From an optimization exercise on the open Yosys and OpenROAD flow, aimed at small area and a short achievable clock period; shortcuts taken in it are not production practice. Function was not checked in any run shown here: the RTL went through the layout flow alone. Power figures rest on the tool's default switching activity, not on a simulated workload.

==> flow/design.v (outline; a module is shown in full before it is edited, if it fits) <==
// module mul_A: 4283 lines
module mul_A (CLK, RESETn, a, b, y);
  // ...
==> flow/run.sh <==
#!/bin/bash
# synth_recipe.tcl (not shown) runs the flow's synth.tcl, then flattens the netlist and writes it again
# the make line also repeats each setting of config.mk as NAME=value (left out here)
make -C /OpenROAD-flow-scripts/flow DESIGN_CONFIG=/design/flow/config.mk WORK_HOME=/design/flow/orfs CLKGATE_MAP_FILE= SYNTH_SCRIPT=/design/flow/synth_recipe.tcl finish
==> flow/config.mk <==
export PLATFORM = sky130hd
export DESIGN_NAME = mul_A
export DESIGN_NICKNAME = mul_A
export VERILOG_FILES = /design/flow/design.v
export SDC_FILE = /design/flow/constraint.sdc
export NUM_CORES = 4
export LEC_CHECK = 0
export CAP_MARGIN = 20
export CORE_MARGIN = 2
export CORE_UTILIZATION = 40
export SLEW_MARGIN = 20
==> flow/constraint.sdc <==
create_clock -name core_clock -period 5.0 [get_ports {CLK}]
set_input_delay 1.0000 -clock core_clock [delete_from_list [all_inputs] [get_ports {CLK}]]
set_output_delay 1.0000 -clock core_clock [all_outputs]
set_load 0.01 [all_outputs]
==> impl_summary.txt, run 1 <==
----------------------------------------------------
[Cells and area]
  Fill cell instance count of the final layout ... 16,200
  Number of buffers other than clock buffers in the final layout ... 153
  Util after Layout ... 0.466
  Area used by sequential logic in the layout ... 48,000 um2
  Most common cell after layout, fill and taps aside ... sky130_fd_sc_hd__dfxtp_1
  Number of multi-input combinational cells ... 2,161
  Seq cells ... 2,392
  Highest-count cells in the layout ignoring fill and taps ... sky130_fd_sc_hd__dfxtp_1, sky130_fd_sc_hd__inv_1, sky130_fd_sc_hd__a22oi_1

[Global routing]
  GRT met3 Usage ... 0.0288
  Global-route total usage across every layer ... 0.126
  Gr ovfl total ... 0

[Clock tree]
  CTS max path bufs ... 3
  Setup fix buffers added after clock tree synthesis ... 0
  Clk root buf ... sky130_fd_sc_hd__clkbuf_16
  Clock tree from TritonCTS ... built
  Number of buffers inserted for hold repair after clock tree synthesis ... 0

[Yosys]
  Most frequent cells after synthesis ... sky130_fd_sc_hd__dfxtp_1, sky130_fd_sc_hd__inv_1, sky130_fd_sc_hd__a22oi_1
  Seq cells post-synth ... 2,392
  Dominant combinational cell family by area after synthesis ... adder cells
  Simple logic cell fraction of the synthesized area ... 0.0215

[Critical path]
  Depth of the worst register-to-register path ... 8
  Top fanout value on the critical path ... 19
  Critical-path cell list ... buf_4 > a22oi_1 > xnor2_1 > fa_1 > inv_1 > fa_1 > inv_1 > fa_1
  Crit path launch ... d2_t12
  Critical Path Slowest Stage Cell ... sky130_fd_sc_hd__dfxtp_1

[Power]
  Sw Ratio ... 0.274
  Gate power share ... 0.217

[Hold path]
  Destination of the worst hold path ... p20[29]

[Timing]
  Final worst path period need ... 3290 ps
  Setup repair after global routing missed its margin ... false
  Setup-violating endpoint count in the final report ... 0

[Status]
  Run status ... timing/DRC/antenna clean

[Floorplanning]
  Die area ... 188,000 um2
  Die X-Extent ... 433 um

[Placed design]
  Final RePlAce weighted congestion ... 0.814
  Worst Setup Slack post-DPL ... 1640 ps

[Detailed routing]
  WL final ... 117,000 um

[Flow run]
  Number of max-cap violations ... 0

----------------------------------------------------
==> run 2: changes to the inputs <==
--- a/flow/config.mk
+++ b/flow/config.mk
@@ -7,5 +7,6 @@
 export LEC_CHECK = 0
 export CAP_MARGIN = 20
 export CORE_MARGIN = 2
-export CORE_UTILIZATION = 40
+export CORE_UTILIZATION = 55
+export SETUP_SLACK_MARGIN = 2.6
 export SLEW_MARGIN = 20
==> run 2 against run 1 <==
  * Count of clock-buffer cells in the layout down 10
  * Sequential power barely moved
  * Power up 1.7%
  * Combinational power is 15% higher
  * Global-route usage rose by 6.4 points
  * Critical path depth down 1
  * First-iteration DRC count up 4.8%
  * Wire length increased by 10%
  * Die area shrank 27%
  * Setup slack gained 610 ps
  * Critical endpoint is now m2_29_1
  * Largest cell class unchanged
==> impl_summary.txt, run 2 <==
----------------------------------------------------
[Yosys]
  Post-synthesis async set-or-reset flop share ... 0
  Compound-gate portion of the synthesized area ... 0.0657
  Xor and xnor area share after synthesis ... 0.0714
  Portion of netlist area occupied by mux cells ... 0.000543
  Syn avg cell area ... 13.6 um2
  Seq cells post-synth ... 2,392 (unchanged)
  Top cells by area, synth ... sky130_fd_sc_hd__dfxtp_1, sky130_fd_sc_hd__fa_1, sky130_fd_sc_hd__xnor2_1, sky130_fd_sc_hd__a22oi_1, sky130_fd_sc_hd__inv_1
  Synth Net Count ... 6,053
  Main flop type after synthesis ... sky130_fd_sc_hd__dfxtp_1
  Synth Cell Area ... 73,700 um2
  Most frequent cells after synthesis ... sky130_fd_sc_hd__dfxtp_1, sky130_fd_sc_hd__inv_1, sky130_fd_sc_hd__a22oi_1
  Total of warnings raised by yosys ... 1
  Count of flip-flops with a built-in enable after synthesis ... 0
  Most frequent cell after synthesis ... sky130_fd_sc_hd__dfxtp_1
  Library cells used by synthesis ... 63
  Post-synthesis cell type with the largest combined area ... sky130_fd_sc_hd__dfxtp_1
  Sequential element share of the synthesized area ... 0.650
  Synth top area share ... 0.650
  Dominant combinational cell family by area after synthesis ... adder cells
  Fraction of the mapped netlist area in adder cells ... 0.146
  Mapped Cells ... 5,414
  Simple logic cell fraction of the synthesized area ... 0.0215 (unchanged)

[Detailed routing]
  Iter 0 DRT Violations ... 2,150
  WL final ... 129,000 um (+10%)
  DRC ... 0
  Number of nets with antenna violations after routing ... 0
  Via density per instance ... 4.87
  Via total after detailed routing ... 37,300
  Pre-Repair DR Iteration Count ... 5
  WL/cell ... 16.9 um

[Clock tree]
  H-tree lvl count ... 4
  CTS max path bufs ... 3 (unchanged)
  Insertion delay of the later-clocked pin in the worst-skew pair ... 820 ps
  Clk root buf ... sky130_fd_sc_hd__clkbuf_16
  Clock transition at the registers of the reported paths ... 60 ps
  Number of buffers created by CTS ... 214
  Clock tree from TritonCTS ... built
  Clock Sinks ... 2,392

[Floorplanning]
  I/O pin total ... 130
  Die X-Extent ... 370 um (-15%)
  Std-Cell Core Area ... 133,000 um2
  Overall die height ... 370 um
  Floorplan row count ... 134
  Die area ... 137,000 um2 (-27%)
  Starting density of the core ... 0.553

[Critical path]
  Required time of the worst setup path ... 5710 ps
  Class of the most critical setup path ... register to register
  Kind of launch point of the worst setup path ... register
  R2R Setup Slk ... 2320 ps
  Top fanout value on the critical path ... 7 (-12)
  Endpoint class of the critical path ... register
  CP arrival ... 3400 ps

[Global routing]
  Wire length of the first global-routing pass ... 204,000 um
  Largest net degree at the start of global routing ... 71
  Gr ovfl total ... 0 (unchanged)
  Global-route total usage across every layer ... 0.190 (+0.0639)
  Number of global-route vias before repair ... 38,300
  Antenna violations before repair ... 1

[Cells and area]
  Util after Layout ... 0.671 (+0.205)
  Antenna Cells ... 0
  Area added between synthesis and finish ... 21.3%
  Non-filler cells in the finished layout ... 7,653
  Net count reported at finish ... 6,343
  Most common cell after layout, fill and taps aside ... sky130_fd_sc_hd__dfxtp_1
  Highest-count cells in the layout ignoring fill and taps ... sky130_fd_sc_hd__dfxtp_1, sky130_fd_sc_hd__inv_1, sky130_fd_sc_hd__xnor2_1
  Share of final-layout standard cells stronger than drive strength 1 ... 0.237

[Timing]
  Post-route worst setup slack ... 2320 ps
  Final hold vios ... 0
  Setup-violating endpoint count in the final report ... 0 (unchanged)
  Slew at the pin with the worst max-slew slack ... 888 ps
  Final worst path period need ... 2680 ps (-606 ps)
  Total negative slack ... 0 ps
  Worst relative slew slack ... 0.408
  Setup repair after global routing missed its margin ... true
  Fin Hold WS ... 259 ps
  Final slew viol count ... 0
  Largest clock skew in the final design ... 67.6 ps
  Final worst-path cycle share ... 0.537
  Achievable frequency ... 373 MHz

[Placed design]
  Final RePlAce weighted congestion ... 0.815 (+0.12%)
  Number of I/O port buffers ... 129
  Number of placed instances, taps included ... 7,063
  Half-perimeter wire length of the detailed placement result ... 77,700 um
  Worst Setup Slack post-DPL ... 1720 ps (+79.6 ps)

[Status]
  Run status ... timing/DRC/antenna clean

[Power]
  Cell area power density ... 700 nW/um2
  Static leakage power ... 37.9 nW
  Max IR drop VDD ... 400 uV

[Flow run]
  Number of max-cap violations ... 0 (unchanged)

[Hold path]
  Type of the tightest min-delay check ... register to register

----------------------------------------------------
run 2: worst max-delay path: stages, from the launching register on:
cell and delay, ps:
sky130_fd_sc_hd__dfxtp_4 390, sky130_fd_sc_hd__buf_12 160, sky130_fd_sc_hd__a22oi_2 160, sky130_fd_sc_hd__xor2_1 190
sky130_fd_sc_hd__fa_1 500, sky130_fd_sc_hd__fa_1 570, sky130_fd_sc_hd__inv_2 40, sky130_fd_sc_hd__fa_2 560
run 2: worst paths after layout:
path / startpoint / endpoint / cells after the start
setup / recovery: d1_t5 / m2_29_1 / 7
hold / removal: p8[36] / p9[36] / 0
setup reg to reg: d1_t5 / m2_29_1 / 7
hold reg to reg: p8[36] / p9[36] / 0
run 2: kinds of logic after synthesis:
group	after synthesis
flops	2392
buf+inv	861
compound gates	672
xor+xnor	601
fa+ha+maj	573
simple gates	311
mux	4
run 2: repair_timing:
action | CTS | global route
pin swaps | 208 | 334
hold buffers | 0 | 0
endpoints found under the setup margin | 350 | 235
setup buffers | 125 | 52
cloned | 10 | 6
gates resized for setup | 660 | 463
run 2: area by class of cell:
class	instances	area, um2
clock buffers	296	6160
clock inverters	101	1480
fillers	9612	43900
inverters	573	2150
multi-input cells	2161	24900
flip-flops and latches	2392	48200
well taps	1768	2210
repair buffers	362	4340
run 2: through the flow:
step,power (W),instance area [um2]
4_1_cts,0.0626,87100
3_3_place_gp,0.0442,76500
5_1_grt,0.0672,89400
2_1_floorplan,0.0402,74200
3_5_place_dp,0.0448,76500
6_report,0.0626,89400
run 2: report_power, final:
| part | leakage, nW | internal [W] | switching, W |
|---|---|---|---|
| clock network | 3.73 | 0.00989 | 0.00687 |
| registers | 20.2 | 0.0283 | 0.00213 |
| logic | 14.0 | 0.00687 | 0.00854 |
| total | 37.9 | 0.0451 | 0.0175 |
run 2: metal layers:
| metal | GRT usage | vias up | part of all wire |
|---|---|---|---|
| met4 | 0.0886 | 2 | 0.042 |
| met1 | 0.237 | 18200 | 0.42 |
| met5 | 0 | - | 0.00011 |
| met2 | 0.312 | 1065 | 0.47 |
| li1 | - | 17700 | - |
| met3 | 0.0443 | 320 | 0.060 |
==> run 3: changes to the inputs <==
--- a/flow/config.mk
+++ b/flow/config.mk
@@ -8,5 +8,6 @@
 export CAP_MARGIN = 20
 export CORE_MARGIN = 2
 export CORE_UTILIZATION = 55
+export CTS_BUF_LIST = sky130_fd_sc_hd__clkbuf_8 sky130_fd_sc_hd__clkbuf_4
 export SETUP_SLACK_MARGIN = 2.6
 export SLEW_MARGIN = 20
==> run 3 against run 2 <==
  * Wire length grew 1.6%
  * Highest routed layer is now met4
  * Critical path depth is the same
  * Critical endpoint is now m2_30_1
  * Sequential power barely moved
  * Still clean
==> impl_summary.txt, run 3 <==
----------------------------------------------------
[Status]
  Run status ... timing/DRC/antenna clean

[Power]
  Static leakage power ... 38.3 nW (+1.0%)
  Cell area power density ... 694 nW/um2 (-0.90%)
  Design Power ... 0.0622 W (-0.71%)
  Max IR drop VDD ... 284 uV (-29%)

[Clock tree]
  H-tree lvl count ... 5 (+1)
  Clock tree from TritonCTS ... built
  CTS max path bufs ... 4 (+1)
  Clock Sinks ... 2,392 (unchanged)
  Number of buffers inserted for hold repair after clock tree synthesis ... 0 (unchanged)
  Number of buffers created by CTS ... 364 (+70%)
  Clk root buf ... sky130_fd_sc_hd__clkbuf_8
  Insertion delay of the later-clocked pin in the worst-skew pair ... 970 ps (+150 ps)
  Clock transition at the registers of the reported paths ... 60 ps (about the same)

[Detailed routing]
  Iter 0 DRT Violations ... 2,103 (-2.2%)
  Pre-Repair DR Iteration Count ... 5 (unchanged)
  Via total after detailed routing ... 38,100 (+2.3%)
  WL/cell ... 16.6 um (-1.4%)
  DRC ... 0 (unchanged)
  WL final ... 131,000 um (+1.6%)
  Via density per instance ... 4.83 (-0.77%)
  Number of nets with antenna violations after routing ... 0 (unchanged)

[Critical path]
  Delay contributed by the slowest stage of the critical path ... 590 ps (+20 ps)
  Endpoint class of the critical path ... register
  Class of the most critical setup path ... register to register
  Top delay family on crit path ... adder cells
  CP arrival ... 3590 ps (+190 ps)
  Crit path buf inv count ... 2 (unchanged)
  Required time of the worst setup path ... 5880 ps (+170 ps)
  R2R Setup Slk ... 2290 ps (-30 ps)
  Top fanout value on the critical path ... 8 (+1)
  Depth of the worst register-to-register path ... 7 (unchanged)
  Worst reg2reg path endpoint ... m2_30_1
  Worst R2R Start ... d1_t5
  Kind of launch point of the worst setup path ... register
  Critical Path Slowest Stage Cell ... sky130_fd_sc_hd__fa_1
  Critical-path cell list ... clkbuf_16 > a22oi_2 > xor2_1 > fa_2 > fa_1 > inv_2 > fa_2
  Worst path most repeated cell ... sky130_fd_sc_hd__fa_2

[Global routing]
  Global-route total usage across every layer ... 0.190 (+0.000726)
  Antenna violations before repair ... 2 (+1)
  Gr ovfl total ... 0 (unchanged)
  Largest net degree at the start of global routing ... 71 (unchanged)
  Number of global-route vias before repair ... 39,900 (+4.3%)
  Wire length of the first global-routing pass ... 207,000 um (+1.3%)

[Yosys]
  Most frequent cell after synthesis ... sky130_fd_sc_hd__dfxtp_1
  Seq cells post-synth ... 2,392 (unchanged)
  Top cells by area, synth ... sky130_fd_sc_hd__dfxtp_1, sky130_fd_sc_hd__fa_1, sky130_fd_sc_hd__xnor2_1, sky130_fd_sc_hd__a22oi_1, sky130_fd_sc_hd__inv_1
  Synth Cell Area ... 73,700 um2 (unchanged)
  Post-synthesis cell type with the largest combined area ... sky130_fd_sc_hd__dfxtp_1
  Sequential element share of the synthesized area ... 0.650 (unchanged)
  Syn avg cell area ... 13.6 um2 (unchanged)
  Total of warnings raised by yosys ... 1 (unchanged)
  Main flop type after synthesis ... sky130_fd_sc_hd__dfxtp_1
  Mapped Cells ... 5,414 (unchanged)
  Post-synthesis async set-or-reset flop share ... 0 (unchanged)
  Library cells used by synthesis ... 63 (unchanged)
  Most frequent cells after synthesis ... sky130_fd_sc_hd__dfxtp_1, sky130_fd_sc_hd__inv_1, sky130_fd_sc_hd__a22oi_1
  Synth top area share ... 0.650 (unchanged)
  Count of flip-flops with a built-in enable after synthesis ... 0 (unchanged)
  Synth Net Count ... 6,053 (unchanged)

[Timing]
  Final hold vios ... 0 (unchanged)
  Final worst path period need ... 2710 ps (+29.8 ps)
  Largest clock skew in the final design ... 75.4 ps (+7.81 ps)
  Worst relative slew slack ... 0.406 (-0.00213)
  Final slew viol count ... 0 (unchanged)
  Fin Hold WS ... 268 ps (+8.31 ps)
  Total negative slack ... 0 ps (unchanged)
  Achievable frequency ... 369 MHz (-1.1%)
  Setup-violating endpoint count in the final report ... 0 (unchanged)
  Setup repair after global routing missed its margin ... true
  Final worst-path cycle share ... 0.543 (+0.00596)
  Slew at the pin with the worst max-slew slack ... 891 ps (+3.20 ps)

[Floorplanning]
  Std-Cell Core Area ... 133,000 um2 (unchanged)
  Overall die height ... 370 um (unchanged)
  Die area ... 137,000 um2 (unchanged)
  Starting density of the core ... 0.553 (unchanged)
  I/O pin total ... 130 (unchanged)
  Floorplan row count ... 134 (unchanged)
  Die X-Extent ... 370 um (unchanged)

[Cells and area]
  Util after Layout ... 0.672 (+0.00131)
  Design Area, Final ... 89,600 um2 (+0.19%)
  Highest-count cells in the layout ignoring fill and taps ... sky130_fd_sc_hd__dfxtp_1, sky130_fd_sc_hd__clkbuf_8, sky130_fd_sc_hd__inv_1
  Share of final-layout standard cells stronger than drive strength 1 ... 0.274 (+0.0372)
  Net count reported at finish ... 6,508 (+2.6%)
  Most common cell after layout, fill and taps aside ... sky130_fd_sc_hd__dfxtp_1
  Area added between synthesis and finish ... 21.6%

[Hold path]
  Destination of the worst hold path ... p7[18]
  Cells on Worst Hold Path ... 0 (unchanged)
  Type of the tightest min-delay check ... register to register
  Hold path startpoint ... p6[18]

[Placed design]
  Placed cell areas ... 76,500 um2 (unchanged)
  Number of I/O port buffers ... 129 (unchanged)
  Final RePlAce weighted congestion ... 0.815 (unchanged)
  Half-perimeter wire length of the detailed placement result ... 77,700 um (unchanged)

[Flow run]
  Number of max-cap violations ... 0 (unchanged)

----------------------------------------------------
run 3: cell counts after synthesis:
Identical to the previous run, type by type.
run 3: worst reg2reg max path, delay by kind of cell (launching register included):
kind                     cells  cell delay [ps]
adder cells (fa/ha/maj)      3             1630
XOR/XNOR                     1              200
flip-flops                   1              400
AO/OA/AOI/OAI                1              170
buffers and inverters        2              250
run 3: metrics by stage:
| step | std cells | setup slack [ps] |
|---|---|---|
| 6_report | 7889 | 2290 |
| 5_1_grt | 7889 | 2250 |
| 4_1_cts | 7814 | 2360 |
| 3_5_place_dp | 7063 | 1720 |
| 3_3_place_gp | 7063 | 1760 |
| 2_1_floorplan | 5414 | 2520 |
run 3: routing by layer:
layer	routed length (um)	share of wire	vias up	track usage
li1	-	-	18100	-
met1	55500	0.42	18500	0.234
met2	62300	0.47	1179	0.314
met3	8430	0.064	333	0.0487
met4	4950	0.038	0	0.0886
met5	0	0	-	0
run 3: worst max path at each step:
stage	start	to	slack, ps	depth (start not counted)
global placement	d0_o2	m1_23_1	1760	8
finish	d1_t5	m2_30_1	2290	7
CTS	d1_o5	m2_24_1	2360	7
detailed placement	d3_p16	m4_39_1	1720	7
floorplan	d1_t5	m2_22_1	2520	7
global route	d2_t9	m3_26_1	2250	8
run 3: logic make-up (layout without fill, tap and decap cells):
| kind of cell | after synthesis | after routing | synth area share |
|---|---|---|---|
| and+or+nand+nor | 311 | 311 | 0.0215 |
| buffers and inverters | 861 | 1565 | 0.0446 |
| AOI/OAI and AO/OA | 672 | 672 | 0.0657 |
| adders and majority gates | 573 | 573 | 0.146 |
| muxes | 4 | 4 | 0.000543 |
| xor gates and xnor gates | 601 | 601 | 0.0714 |
| DFF | 2392 | 2392 | 0.650 |
| other | 0 | 3 | 0 |
run 3: final cells by class:
type | instances | area (um2)
diodes | 3 | 7.51
clock buffers | 569 | 7140
clock inverters | 46 | 579
fillers | 9722 | 43700
inverters | 573 | 2150
multi-input cells | 2161 | 24800
flip-flops and latches | 2392 | 48200
well taps | 1768 | 2210
repair buffers | 377 | 4510
run 3: power breakdown:
part           leakage, nW  switching (W)  internal (W)
registers             20.2        0.00211        0.0283
logic                 14.0        0.00853       0.00693
clock network         4.09        0.00662       0.00967
run 3: repair_timing:
action | 4_1_cts | 5_1_grt
buffers inserted | 127 | 57
pin swaps | 156 | 429
cloned | 9 | 15
resized for setup | 603 | 541
endpoints found under the setup margin | 348 | 279

## re-timing with driven ports
The flow's constraints put no driver on any port. The routed layouts listed below were extracted and timed again, unchanged, in two steps. Step 1, drivers: a clkbuf_16 drives CLK and a buf_2 each remaining input, both assumed. Step 2 times the ports against the registers' clock, not the clock port: input delays grow and output delays shrink by t, the midpoint of the rising clock arrivals with the driver on. Slacks: no drivers / after step 1 / after step 2; pairs: no drivers / after step 1.
run | shift t [ns] | setup slack, ns | worst register clock-pin slew, ns
run 1 | 0.894 | 1.711 / 1.711 / 1.711 | 0.07 / 0.07
run 2 | 0.869 | 2.317 / 2.317 / 2.317 | 0.07 / 0.07
run 3 | 1.016 | 2.287 / 2.287 / 2.287 | 0.07 / 0.07
After both steps every run listed still meets setup and hold.
